Background: an optimization exercise with open tools, aiming at small area, a short achievable clock period and few clock cycles per item. Do not read the settings as production practice.
Where RTL was checked, it was by simulation tests only, not by an equivalence proof against the original.
Power is estimated from default activity; no workload was simulated.

exp/umber:
## rank_order
module rank_order(
	input iClk,
	input iRst_n,
	input iValid,
	output oReady,
	input [3:0] iOrder,
	input [7:0] iNum1, iNum2, iNum3,
	input [7:0] iNum4, iNum5, iNum6,
	input [7:0] iNum7, iNum8, iNum9,
	output reg [7:0] oValue,
	output reg oValid
);
Size in the first run: roughly 950 cells after synthesis, about 140 flip-flops, roughly 89 I/O pins, ~8000 um^2 of cells after synthesis.
==> flow/config.mk <==
export PLATFORM = sky130hd
export DESIGN_NAME = rank_order
export DESIGN_NICKNAME = rank_order
export VERILOG_FILES = /design/flow/design.v
export SDC_FILE = /design/flow/constraint.sdc
export NUM_CORES = 4
export LEC_CHECK = 0
export CAP_MARGIN = 20
export CORE_MARGIN = 2
export CORE_UTILIZATION = 40
export CTS_BUF_LIST = sky130_fd_sc_hd__clkbuf_4 sky130_fd_sc_hd__clkbuf_8
export CTS_CLUSTER_DIAMETER = 60
export CTS_CLUSTER_SIZE = 30
export SETUP_SLACK_MARGIN = 2.0
export SLEW_MARGIN = 20
==> flow/constraint.sdc <==
create_clock -name core_clock -period 5.0 [get_ports {iClk}]
set_input_delay 1.0000 -clock core_clock [delete_from_list [all_inputs] [get_ports {iClk}]]
set_output_delay 1.0000 -clock core_clock [all_outputs]
set_load 0.01 [all_outputs]
standard.sh (not shown) runs the stock make flow with config.mk's settings and CLKGATE_MAP_FILE= SYNTH_SCRIPT=/design/flow/synth_recipe.tcl, a recipe that flattens the netlist after the stock synthesis.
==> flow/flow/run.sh <==
#!/bin/bash
# Standard ORFS layout (the standard.sh) with three changes:
#  - synthesis is the standard flow's own script, except that the final ABC mapping uses
#    flow/abc_delay.script (delay-targeted mapping) instead of ORFS's speed script;
#  - the port buffers are plain buf_2 cells;
#  - repair may swap cells across footprints.
set -euo pipefail
work=$(pwd)
export MY_ABC_SCRIPT=$work/flow/abc_delay.script
export FLOW_SYNTH_TCL=$work/synth_recipe.tcl
bash standard.sh "SYNTH_SCRIPT=$work/flow/synth.tcl" \
  "BUFFER_PORTS_ARGS=-buffer_cell sky130_fd_sc_hd__buf_2" MATCH_CELL_FOOTPRINT=0 \
  finish > standard.log 2>&1
==> flow/flow/abc_delay.script <==
strash
dch
map -D 1500
topo
buffer -c
upsize -c -D 1500
dnsize -c -D 1500
==> flow/flow/synth.tcl <==
# The standard flow's synthesis script, with the final ABC call pointed at our own ABC script.
proc abc {args} {
  set i [lsearch -exact $args -script]
  if {$i >= 0} { lset args [expr {$i + 1}] $::env(MY_ABC_SCRIPT) }
  yosys abc {*}$args
}
source $::env(FLOW_SYNTH_TCL)
Testbench counts of exp/umber, summed over its fixed seeds: cycles 9,616, items 9,600.
Setup changes, exp/umber to exp/lagoon
- swapping 2.0 for 2.6 in SETUP_SLACK_MARGIN
- swapping 40 for 55 in CORE_UTILIZATION
- clearing CTS_CLUSTER_DIAMETER, which used to be 60
- clearing CTS_CLUSTER_SIZE, which used to be 30
Notes after the runs:
- exp/lagoon: fraction of the cycle the final worst path needs lower than exp/umber
- For number of vias per cell after detailed routing, dividing the value from exp/lagoon by the value from exp/umber gives 1.14.
- exp/lagoon against exp/umber: non-clock buffer count saw an increase; number of tap cells inserted saw a decrease.
- Delta(worst hold slack, exp/lagoon - exp/umber) > 0
- exp/umber → exp/lagoon: total routed wire length on the met1 layer moved up, die outline area moved down.
What exp/yarrow does differently from exp/lagoon at the input level:
- CORE_UTILIZATION now 40, was 55
- SETUP_SLACK_MARGIN now 2.0, was 2.6
Findings:
Going from exp/lagoon to exp/yarrow, inverter count decreased by 1.7% relative to the old numbers, cell row count increased by 19% relative to the old numbers.
Compared with exp/lagoon, exp/yarrow shows a higher number of cells in the design after placement.
[compare] base=exp/lagoon new=exp/yarrow: non-clock buffer count decreased 47, routed length on met3 decreased 37%, hold slack decreased 6.9 ps, overall power consumption decreased 14%, die area increased 5600 um^2.

* * *

Another version of the RTL of rank_order (not shown whole).
Size: ~89 I/O pins, roughly 7800 um^2 of cells after synthesis.
// rank_order
module rank_order(
	input iClk,
	input iRst_n,
	input iValid,
	output oReady,
	input [3:0] iOrder,
	input [7:0] iNum1, iNum2, iNum3,
	input [7:0] iNum4, iNum5, iNum6,
	input [7:0] iNum7, iNum8, iNum9,
	output reg [7:0] oValue,
	output reg oValid
);
export LEC_CHECK = 0
export CAP_MARGIN = 20
export CORE_MARGIN = 2
export CORE_UTILIZATION = 40
export CTS_BUF_LIST = sky130_fd_sc_hd__clkbuf_4 sky130_fd_sc_hd__clkbuf_8
export SETUP_SLACK_MARGIN = 2.4
export SLEW_MARGIN = 20
create_clock -name core_clock -period 5.0 [get_ports {iClk}]
Scripts as last shown in full above: flow/flow/run.sh, flow/flow/abc_delay.script, flow/flow/synth.tcl
Edit:
SETUP_SLACK_MARGIN = 2.6   (was 2.4)
Outcome: The new run finished clean; cell count grows by 1.3%; worst setup slack improved by 170 ps; maximum frequency grows by 6.9%; sequential share of layout area shrinks by 1.5 points; cell area grows by 6.4%; clock skew barely changes.
No run of this note included a check of the RTL's function; only the layout flow was run.

[port drivers added, routing unchanged]
In the flow no input, the clock included, has a driving cell. The finished layouts below were timed again as built, in two steps. Step 1 assumes that a clkbuf_16 drives the clock port and a buf_2 every other input. Step 2 adds t to the input delays and takes it off the output delays; t is the mean of the earliest and latest rising clock arrival at the registers after step 1. Input paths then give back, and output paths get back, about the clock's delay inside the block. a / b / c = no drivers / after step 1 / after step 2; a / b = the first two.
| run | t, ns | setup WS [ns] | cell pins on the clock port's net |
|---|---|---|---|
| exp/umber | 0.499 | 2.225 / 2.225 / 1.753 | 1 |
| exp/lagoon | 0.512 | 2.491 / 2.491 / 2.081 | 1 |
| exp/yarrow | 0.499 | 2.225 / 2.225 / 1.753 | 1 |
| the first run of note 2 | 0.475 | 2.407 / 2.422 / 1.947 | 1 |
| the second run of note 2 | 0.484 | 2.574 / 2.574 / 2.135 | 1 |
After both steps every run listed still meets setup and hold.
